Source: an optimization exercise on an open RTL-to-GDS flow (aim: small area and a short achievable clock period). Production flows keep margins and buffers that such runs may drop.
Where RTL was checked, it was by simulation tests only, not by an equivalence proof against the original.
No activity file was given, so power comes from the tool's default toggle rates.

== run M ==
// fadd_sub
module fadd_sub(
  input  logic        clk_i,
  input  logic [31:0] operand_a,
  input  logic [31:0] operand_b,
  output logic [31:0] result_o
);
==> flow/config.mk <==
export PLATFORM = sky130hd
export DESIGN_NAME = fadd_sub
export DESIGN_NICKNAME = fadd_sub
export VERILOG_FILES = /design/flow/design.v
export SDC_FILE = /design/flow/constraint.sdc
export NUM_CORES = 4
export LEC_CHECK = 0
export ABC_AREA = 1
export CAP_MARGIN = 20
export CORE_MARGIN = 2
export CORE_UTILIZATION = 40
export SLEW_MARGIN = 20
==> flow/constraint.sdc <==
create_clock -name core_clock -period 12.0 [get_ports {clk_i}]
set_input_delay 2.4000 -clock core_clock [delete_from_list [all_inputs] [get_ports {clk_i}]]
set_output_delay 2.4000 -clock core_clock [all_outputs]
set_load 0.01 [all_outputs]
standard.sh (not shown) runs the stock make flow with config.mk's settings and CLKGATE_MAP_FILE= SYNTH_SCRIPT=/design/flow/synth_recipe.tcl, a recipe that flattens the netlist after the stock synthesis.
==> flow/flow/run.sh <==
#!/bin/bash
# Own layout flow: the standard ORFS flow (standard.sh), with these changes:
#  - ports are buffered with sky130_fd_sc_hd__buf_1 (which repair may upsize)
#    instead of the clkdlybuf4s50_1 that buffer_ports picks by default;
#  - repair_timing aims for a setup slack margin of MARGIN ns (flow/margin);
#  - if flow/abc.script exists, synthesis is the standard synthesis script
#    with its ABC step replaced (flow/my_synth.tcl): the logic from the
#    registers to result_o is mapped with flow/abc_out.script (if present),
#    the rest with flow/abc.script. Flip-flops are mapped before ABC runs, so
#    the registers are exactly the standard synthesis's;
#  - any extra ORFS variables listed in flow/env (KEY=VALUE lines), and
#    make variable assignments in flow/make_args (one line).
# Every tool's output goes to the ORFS logs under orfs/logs, and make's own
# output to standard.log in this folder.
set -euo pipefail
MARGIN=$(cat flow/margin 2>/dev/null || echo 5)
export BUFFER_PORTS_ARGS="-buffer_cell sky130_fd_sc_hd__buf_1"
if [[ -f flow/env ]]; then set -a; source flow/env; set +a; fi
EXTRA=()
if [[ -f flow/abc.script ]]; then
  export MY_ABC_SCRIPT="$PWD/flow/abc.script"
  if [[ -f flow/abc_out.script ]]; then export MY_ABC_OUT_SCRIPT="$PWD/flow/abc_out.script"; fi
  EXTRA+=("SYNTH_SCRIPT=$PWD/flow/my_synth.tcl")
fi
if [[ -f flow/make_args ]]; then read -r -a MARGS < flow/make_args; EXTRA+=("${MARGS[@]}"); fi
bash standard.sh "${EXTRA[@]}" SETUP_SLACK_MARGIN=$MARGIN finish > standard.log 2>&1
Other scripts of this flow, unchanged in this note and not shown: flow/flow/abc.script, flow/flow/env, flow/flow/margin, flow/flow/my_synth.tcl
#### Input delta (run Z over run M)
-- flow/design.v --
<<< run M, line 110
  wire        f_gt = fcg21;    
  wire        a_gt_b = a_exp_gt | (exp_eq & f_gt);
  wire [4:0]  ds = d[4:0] | {5{d[7:5] != 3'd0}};    
  wire        sub = sa ^ sb;
  wire [23:0] m_big   = a_gt_b ? ma : mb;
  wire [23:0] m_small = a_gt_b ? mb_s : ma_s;
  wire [23:0] sh1 = ds[0] ? {1'b0, m_small[23:1]} : m_small;
  wire [23:0] sh2 = ds[1] ? {2'b0, sh1[23:2]} : sh1;
  wire [23:0] sh4 = ds[2] ? {4'b0, sh2[23:4]} : sh2;
  wire [23:0] sh8 = ds[3] ? {8'b0, sh4[23:8]} : sh4;
  wire [23:0] sh16 = ds[4] ? {16'b0, sh8[23:16]} : sh8;
  wire [23:0] y = sh16 ^ {24{sub}};
  logic        r_sign, r_sub;
  logic [7:0]  r_exp;
>>> run Z, line 110
  wire        f_gt = fcg21;    
  wire        a_gt_b = a_exp_gt | (exp_eq & f_gt);
  wire        zero = (d[7:5] != 3'd0);                      
  wire        sub = sa ^ sb;
  wire [23:0] m_big   = a_gt_b ? ma : mb;
  wire [23:0] m_small = a_gt_b ? mb_s : ma_s;
  wire [23:0] sh1 = d[0] ? {1'b0, m_small[23:1]} : m_small;
  wire [23:0] sh2 = d[1] ? {2'b0, sh1[23:2]} : sh1;
  wire [23:0] sh4 = d[2] ? {4'b0, sh2[23:4]} : sh2;
  wire [23:0] sh8 = d[3] ? {8'b0, sh4[23:8]} : sh4;
  wire [23:0] sh16 = d[4] ? {16'b0, sh8[23:16]} : sh8;
  wire [23:0] y = (zero ? 24'd0 : sh16) ^ {24{sub}};
  logic        r_sign, r_sub;
  logic [7:0]  r_exp;
Results
- Run Z vs run M: placed instance area down slightly
- The part of the total power dissipated in combinational logic in run Z sits 4.0 points above the value recorded for run M.
- Of the two candidates, run M has the worse post-route worst setup slack and run Z the better one.
- Taking run M as the reference, in run Z via count shows a reduction of 110, maximum cell stage delay along the critical path shows an increase of 0.19 ns.
- Overall track demand over capacity in global routing (run Z over run M): increase, 0.50 points
- Between run Z and run M, the first-pass GRT wire length is higher for run Z.
- Cell count: run Z lower than run M
- Going from run M to run Z, cell depth of the worst setup path shrinks by 1.

The RTL this note starts from:
==> flow/design.v <==
module fadd_sub(
  input  logic        clk_i,
  input  logic [31:0] operand_a,
  input  logic [31:0] operand_b,
  output logic [31:0] result_o
);
  wire        sa = operand_a[31], sb = operand_b[31];
  wire [7:0]  fa = operand_a[30:23], fb = operand_b[30:23];
  wire        za = (fa == 8'd0), zb = (fb == 8'd0);    
  wire [7:0]  ea1 = {fa[7:1], fa[0] | za};             
  wire [7:0]  eb1 = {fb[7:1], fb[0] | zb};
  wire [23:0] ma = {~za, operand_a[22:0]};
  wire [23:0] mb = {~zb, operand_b[22:0]};
  wire [7:0]  ea = fa, eb = fb;    
  wire [7:0]  xp = fa ^ ~fb;
  wire [7:0]  xg = fa & ~fb;
  wire eg0 = xg[1] | (xp[1] & xg[0]);
  wire ep0 = xp[1] & xp[0];
  wire eg1 = xg[3] | (xp[3] & xg[2]);
  wire ep1 = xp[3] & xp[2];
  wire eg2 = xg[5] | (xp[5] & xg[4]);
  wire ep2 = xp[5] & xp[4];
  wire eg3 = xg[7] | (xp[7] & xg[6]);
  wire ep3 = xp[7] & xp[6];
  wire eg4 = xg[2] | (xp[2] & eg0);
  wire ep4 = xp[2] & ep0;
  wire eg5 = eg1 | (ep1 & eg0);
  wire ep5 = ep1 & ep0;
  wire eg6 = xg[6] | (xp[6] & eg2);
  wire ep6 = xp[6] & ep2;
  wire eg7 = eg3 | (ep3 & eg2);
  wire ep7 = ep3 & ep2;
  wire eg8 = xg[4] | (xp[4] & eg5);
  wire ep8 = xp[4] & ep5;
  wire eg9 = eg2 | (ep2 & eg5);
  wire ep9 = ep2 & ep5;
  wire eg10 = eg6 | (ep6 & eg5);
  wire ep10 = ep6 & ep5;
  wire eg11 = eg7 | (ep7 & eg5);
  wire ep11 = ep7 & ep5;
  wire [7:0]  gE = {eg11, eg10, eg9, eg8, eg5, eg4, eg0, xg[0]};
  wire [7:0]  pE;
  assign pE[0] = xp[0];
  assign pE[1] = pE[0] & xp[1];
  assign pE[2] = pE[1] & xp[2];
  assign pE[3] = pE[2] & xp[3];
  assign pE[4] = pE[3] & xp[4];
  assign pE[5] = pE[4] & xp[5];
  assign pE[6] = pE[5] & xp[6];
  assign pE[7] = pE[6] & xp[7];
  wire        a_exp_gt = gE[7];               
  wire        exp_eq = pE[7];                 
  wire [7:0]  d;                              
  wire        corr = za ^ zb;
  assign d[0] = a_exp_gt ? (xp[0] ^ ~corr) : ~(xp[0] ^ corr);
  assign d[1] = a_exp_gt ? (xp[1] ^ (gE[0] | (pE[0] & ~corr))) : ~(xp[1] ^ (gE[0] | (pE[0] & corr)));
  assign d[2] = a_exp_gt ? (xp[2] ^ (gE[1] | (pE[1] & ~corr))) : ~(xp[2] ^ (gE[1] | (pE[1] & corr)));
  assign d[3] = a_exp_gt ? (xp[3] ^ (gE[2] | (pE[2] & ~corr))) : ~(xp[3] ^ (gE[2] | (pE[2] & corr)));
  assign d[4] = a_exp_gt ? (xp[4] ^ (gE[3] | (pE[3] & ~corr))) : ~(xp[4] ^ (gE[3] | (pE[3] & corr)));
  assign d[5] = a_exp_gt ? (xp[5] ^ (gE[4] | (pE[4] & ~corr))) : ~(xp[5] ^ (gE[4] | (pE[4] & corr)));
  assign d[6] = a_exp_gt ? (xp[6] ^ (gE[5] | (pE[5] & ~corr))) : ~(xp[6] ^ (gE[5] | (pE[5] & corr)));
  assign d[7] = a_exp_gt ? (xp[7] ^ (gE[6] | (pE[6] & ~corr))) : ~(xp[7] ^ (gE[6] | (pE[6] & corr)));
  wire [23:0] ma_s = ma, mb_s = mb;
  wire        a_gt_b = a_exp_gt | (exp_eq & (operand_a[22:0] > operand_b[22:0]));
  wire [4:0]  ds = d[4:0] | {5{d[7:5] != 3'd0}};    
  wire        sub = sa ^ sb;
  wire [23:0] m_big   = a_gt_b ? ma : mb;
  wire [23:0] m_small = a_gt_b ? mb_s : ma_s;
  wire [23:0] sh1 = ds[0] ? {1'b0, m_small[23:1]} : m_small;
  wire [23:0] sh2 = ds[1] ? {2'b0, sh1[23:2]} : sh1;
  wire [23:0] sh4 = ds[2] ? {4'b0, sh2[23:4]} : sh2;
  wire [23:0] sh8 = ds[3] ? {8'b0, sh4[23:8]} : sh4;
  wire [23:0] sh16 = ds[4] ? {16'b0, sh8[23:16]} : sh8;
  wire [23:0] y = sh16 ^ {24{sub}};
  logic        r_sign, r_sub;
  logic [7:0]  r_exp;
  logic [23:0] r_x, r_y;
  always_ff @(posedge clk_i) begin
    r_sign <= a_gt_b ? sa : sb;
    r_sub  <= sub;
    r_exp  <= a_gt_b ? ea : eb;
    r_x    <= m_big;
    r_y    <= y;
  end
  wire [24:0] p = {r_x ^ r_y, 1'b0};
  wire [24:0] g = {r_x & r_y, r_sub};
  wire [24:0] s;    
  wire cg12 = g[1] | (p[1] & g[0]);
  wire cp12 = p[1] & p[0];
  wire cg13 = g[3] | (p[3] & g[2]);
  wire cp13 = p[3] & p[2];
  wire cg14 = g[5] | (p[5] & g[4]);
  wire cp14 = p[5] & p[4];
  wire cg15 = g[7] | (p[7] & g[6]);
  wire cp15 = p[7] & p[6];
  wire cg16 = g[9] | (p[9] & g[8]);
  wire cp16 = p[9] & p[8];
  wire cg17 = g[11] | (p[11] & g[10]);
  wire cp17 = p[11] & p[10];
  wire cg18 = g[13] | (p[13] & g[12]);
  wire cp18 = p[13] & p[12];
  wire cg19 = g[15] | (p[15] & g[14]);
  wire cp19 = p[15] & p[14];
  wire cg20 = g[17] | (p[17] & g[16]);
  wire cp20 = p[17] & p[16];
  wire cg21 = g[19] | (p[19] & g[18]);
  wire cp21 = p[19] & p[18];
  wire cg22 = g[21] | (p[21] & g[20]);
  wire cp22 = p[21] & p[20];
  wire cg23 = g[23] | (p[23] & g[22]);
  wire cp23 = p[23] & p[22];
  wire cg24 = g[2] | (p[2] & cg12);
  wire cp24 = p[2] & cp12;
  wire cg25 = cg13 | (cp13 & cg12);
  wire cp25 = cp13 & cp12;
  wire cg26 = g[6] | (p[6] & cg14);
  wire cp26 = p[6] & cp14;
  wire cg27 = cg15 | (cp15 & cg14);
  wire cp27 = cp15 & cp14;
  wire cg28 = g[10] | (p[10] & cg16);
  wire cp28 = p[10] & cp16;
  wire cg29 = cg17 | (cp17 & cg16);
  wire cp29 = cp17 & cp16;
  wire cg30 = g[14] | (p[14] & cg18);
  wire cp30 = p[14] & cp18;
  wire cg31 = cg19 | (cp19 & cg18);
  wire cp31 = cp19 & cp18;
  wire cg32 = g[18] | (p[18] & cg20);
  wire cp32 = p[18] & cp20;
  wire cg33 = cg21 | (cp21 & cg20);
  wire cp33 = cp21 & cp20;
  wire cg34 = g[22] | (p[22] & cg22);
  wire cp34 = p[22] & cp22;
  wire cg35 = cg23 | (cp23 & cg22);
  wire cp35 = cp23 & cp22;
  wire cg36 = g[4] | (p[4] & cg25);
  wire cp36 = p[4] & cp25;
  wire cg37 = cg14 | (cp14 & cg25);
  wire cp37 = cp14 & cp25;
  wire cg38 = cg26 | (cp26 & cg25);
  wire cp38 = cp26 & cp25;
  wire cg39 = cg27 | (cp27 & cg25);
  wire cp39 = cp27 & cp25;
  wire cg40 = g[12] | (p[12] & cg29);
  wire cp40 = p[12] & cp29;
  wire cg41 = cg18 | (cp18 & cg29);
  wire cp41 = cp18 & cp29;
  wire cg42 = cg30 | (cp30 & cg29);
  wire cp42 = cp30 & cp29;
  wire cg43 = cg31 | (cp31 & cg29);
  wire cp43 = cp31 & cp29;
  wire cg44 = g[20] | (p[20] & cg33);
  wire cp44 = p[20] & cp33;
  wire cg45 = cg22 | (cp22 & cg33);
  wire cp45 = cp22 & cp33;
  wire cg46 = cg34 | (cp34 & cg33);
  wire cp46 = cp34 & cp33;
  wire cg47 = cg35 | (cp35 & cg33);
  wire cp47 = cp35 & cp33;
  wire cg48 = g[8] | (p[8] & cg39);
  wire cp48 = p[8] & cp39;
  wire cg49 = cg16 | (cp16 & cg39);
  wire cp49 = cp16 & cp39;
  wire cg50 = cg28 | (cp28 & cg39);
  wire cp50 = cp28 & cp39;
  wire cg51 = cg29 | (cp29 & cg39);
  wire cp51 = cp29 & cp39;
  wire cg52 = cg40 | (cp40 & cg39);
  wire cp52 = cp40 & cp39;
  wire cg53 = cg41 | (cp41 & cg39);
  wire cp53 = cp41 & cp39;
  wire cg54 = cg42 | (cp42 & cg39);
  wire cp54 = cp42 & cp39;
  wire cg55 = cg43 | (cp43 & cg39);
  wire cp55 = cp43 & cp39;
  wire cg56 = g[24] | (p[24] & cg47);
  wire cp56 = p[24] & cp47;
  wire cg57 = g[16] | (p[16] & cg55);
  wire cp57 = p[16] & cp55;
  wire cg58 = cg20 | (cp20 & cg55);
  wire cp58 = cp20 & cp55;
  wire cg59 = cg32 | (cp32 & cg55);
  wire cp59 = cp32 & cp55;
  wire cg60 = cg33 | (cp33 & cg55);
  wire cp60 = cp33 & cp55;
  wire cg61 = cg44 | (cp44 & cg55);
  wire cp61 = cp44 & cp55;
  wire cg62 = cg45 | (cp45 & cg55);
  wire cp62 = cp45 & cp55;
  wire cg63 = cg46 | (cp46 & cg55);
  wire cp63 = cp46 & cp55;
  wire cg64 = cg47 | (cp47 & cg55);
  wire cp64 = cp47 & cp55;
  wire cg65 = cg56 | (cp56 & cg55);
  wire cp65 = cp56 & cp55;
  assign s[0] = p[1] ^ g[0];
  assign s[1] = p[2] ^ cg12;
  assign s[2] = p[3] ^ cg24;
  assign s[3] = p[4] ^ cg25;
  assign s[4] = p[5] ^ cg36;
  assign s[5] = p[6] ^ cg37;
  assign s[6] = p[7] ^ cg38;
  assign s[7] = p[8] ^ cg39;
  assign s[8] = p[9] ^ cg48;
  assign s[9] = p[10] ^ cg49;
  assign s[10] = p[11] ^ cg50;
  assign s[11] = p[12] ^ cg51;
  assign s[12] = p[13] ^ cg52;
  assign s[13] = p[14] ^ cg53;
  assign s[14] = p[15] ^ cg54;
  assign s[15] = p[16] ^ cg55;
  assign s[16] = p[17] ^ cg57;
  assign s[17] = p[18] ^ cg58;
  assign s[18] = p[19] ^ cg59;
  assign s[19] = p[20] ^ cg60;
  assign s[20] = p[21] ^ cg61;
  assign s[21] = p[22] ^ cg62;
  assign s[22] = p[23] ^ cg63;
  assign s[23] = p[24] ^ cg64;
  assign s[24] = cg65;
  wire        norm = s[24] & ~r_sub;    
  wire [7:0]  e_big = {r_exp[7:1], r_exp[0] | (~r_x[23] & (r_x[22:0] != 23'd0))};
  assign result_o = {r_sign,
                     norm ? e_big + 8'd1 : e_big,
                     norm ? s[23:1] : s[22:0]};
endmodule
clock: 12.0 ns
lec_check: 0
abc_area: 1
cap_margin: 20
core_margin: 2
core_utilization: 40
slew_margin: 20
==> flow/flow/run.sh <==
#!/bin/bash
# Own layout flow: the standard ORFS flow (standard.sh), with these changes:
#  - ports are buffered with sky130_fd_sc_hd__buf_1 (which repair may upsize)
#    instead of the clkdlybuf4s50_1 that buffer_ports picks by default;
#  - repair_timing aims for a setup slack margin of MARGIN ns (flow/margin);
#  - if flow/abc.script exists, synthesis is the standard synthesis script
#    with that ABC script for the combinational mapping (flow/my_synth.tcl);
#    flip-flops are mapped before ABC runs, so registers are unchanged;
#  - any extra ORFS variables listed in flow/env (KEY=VALUE lines).
# Every tool's output goes to the ORFS logs under orfs/logs, and make's own
# output to standard.log in this folder.
set -euo pipefail
MARGIN=$(cat flow/margin 2>/dev/null || echo 5)
export BUFFER_PORTS_ARGS="-buffer_cell sky130_fd_sc_hd__buf_1"
if [[ -f flow/env ]]; then set -a; source flow/env; set +a; fi
EXTRA=()
if [[ -f flow/abc.script ]]; then
  export MY_ABC_SCRIPT="$PWD/flow/abc.script"
  EXTRA+=("SYNTH_SCRIPT=$PWD/flow/my_synth.tcl")
fi
bash standard.sh "${EXTRA[@]}" SETUP_SLACK_MARGIN=$MARGIN finish > standard.log 2>&1
==> flow/flow/env <==
CTS_ARGS="-sink_clustering_enable -repair_clock_nets -dont_use_dummy_load -buf_list sky130_fd_sc_hd__clkbuf_8"
==> flow/flow/margin <==
6.0
Next try:
--- a/flow/design.v
+++ b/flow/design.v
@@ -9,11 +9,12 @@
   wire        za = (fa == 8'd0), zb = (fb == 8'd0);    
   wire [7:0]  ea1 = {fa[7:1], fa[0] | za};             
   wire [7:0]  eb1 = {fb[7:1], fb[0] | zb};
   wire [23:0] ma = {~za, operand_a[22:0]};
   wire [23:0] mb = {~zb, operand_b[22:0]};
-  wire [7:0]  ea = fa, eb = fb;    
+  wire [7:0]  ea = {fa[7:1], fa[0] | (za & (operand_a[22:0] != 23'd0))};
+  wire [7:0]  eb = {fb[7:1], fb[0] | (zb & (operand_b[22:0] != 23'd0))};
   wire [7:0]  xp = fa ^ ~fb;
   wire [7:0]  xg = fa & ~fb;
   wire eg0 = xg[1] | (xp[1] & xg[0]);
   wire ep0 = xp[1] & xp[0];
   wire eg1 = xg[3] | (xp[3] & xg[2]);
@@ -60,20 +61,20 @@
   assign d[5] = a_exp_gt ? (xp[5] ^ (gE[4] | (pE[4] & ~corr))) : ~(xp[5] ^ (gE[4] | (pE[4] & corr)));
   assign d[6] = a_exp_gt ? (xp[6] ^ (gE[5] | (pE[5] & ~corr))) : ~(xp[6] ^ (gE[5] | (pE[5] & corr)));
   assign d[7] = a_exp_gt ? (xp[7] ^ (gE[6] | (pE[6] & ~corr))) : ~(xp[7] ^ (gE[6] | (pE[6] & corr)));
   wire [23:0] ma_s = ma, mb_s = mb;
   wire        a_gt_b = a_exp_gt | (exp_eq & (operand_a[22:0] > operand_b[22:0]));
-  wire [4:0]  ds = d[4:0] | {5{d[7:5] != 3'd0}};    
+  wire        zero = (d[7:5] != 3'd0);                      
   wire        sub = sa ^ sb;
   wire [23:0] m_big   = a_gt_b ? ma : mb;
   wire [23:0] m_small = a_gt_b ? mb_s : ma_s;
-  wire [23:0] sh1 = ds[0] ? {1'b0, m_small[23:1]} : m_small;
-  wire [23:0] sh2 = ds[1] ? {2'b0, sh1[23:2]} : sh1;
-  wire [23:0] sh4 = ds[2] ? {4'b0, sh2[23:4]} : sh2;
-  wire [23:0] sh8 = ds[3] ? {8'b0, sh4[23:8]} : sh4;
-  wire [23:0] sh16 = ds[4] ? {16'b0, sh8[23:16]} : sh8;
-  wire [23:0] y = sh16 ^ {24{sub}};
+  wire [23:0] sh1 = d[0] ? {1'b0, m_small[23:1]} : m_small;
+  wire [23:0] sh2 = d[1] ? {2'b0, sh1[23:2]} : sh1;
+  wire [23:0] sh4 = d[2] ? {4'b0, sh2[23:4]} : sh2;
+  wire [23:0] sh8 = d[3] ? {8'b0, sh4[23:8]} : sh4;
+  wire [23:0] sh16 = d[4] ? {16'b0, sh8[23:16]} : sh8;
+  wire [23:0] y = (zero ? 24'd0 : sh16) ^ {24{sub}};
   logic        r_sign, r_sub;
   logic [7:0]  r_exp;
   logic [23:0] r_x, r_y;
   always_ff @(posedge clk_i) begin
     r_sign <= a_gt_b ? sa : sb;
@@ -217,10 +218,9 @@
   assign s[21] = p[22] ^ cg62;
   assign s[22] = p[23] ^ cg63;
   assign s[23] = p[24] ^ cg64;
   assign s[24] = cg65;
   wire        norm = s[24] & ~r_sub;    
-  wire [7:0]  e_big = {r_exp[7:1], r_exp[0] | (~r_x[23] & (r_x[22:0] != 23'd0))};
   assign result_o = {r_sign,
-                     norm ? e_big + 8'd1 : e_big,
+                     norm ? r_exp + 8'd1 : r_exp,
                      norm ? s[23:1] : s[22:0]};
 endmodule
=>
- wire length climbs by 4.5%
- die area drops by 0.93%
- first-iteration DRC count drops by 0.65%
- power climbs by 5.4%
- non-clock buffer count drops by 2
Function not checked in the first run of this note: the RTL went through the layout flow alone.

==> afterwards: timing with drivers on the ports <==
In the flow no input, the clock included, has a driving cell. The finished layouts below were timed again as built, in two steps.
Step 1, drivers: a clkbuf_16 drives clk_i and a buf_2 each remaining input, both assumed.
Step 2 times the ports against the registers' clock, not the clock port: input delays grow and output delays shrink by t, the midpoint of the rising clock arrivals with the driver on.
Slacks: ideal / step 1 / step 2; pairs: ideal / step 1.
run | shift t [ns] | slack for setup (ns) | worst setup path after step 2 | clock arrival spread, ns | pins driven straight from the clock port
run M | 0.426 | 6.532 / 6.498 / 6.174 | input to register | 0.022 / 0.022 | 1
run Z | 0.387 | 6.557 / 6.532 / 6.177 | input to register | 0.026 / 0.027 | 1
the first run of note 2 | 0.363 | 6.258 / 6.228 / 5.955 | input to register | 0.015 / 0.015 | 1
the second run of note 2 | 0.356 | 6.363 / 6.326 / 6.081 | input to register | 0.016 / 0.017 | 1
After both steps setup and hold are still met in every run listed. The setup slack of run Z, which loses most, moves by -0.025 ns with the drivers and by -0.380 ns with both steps.
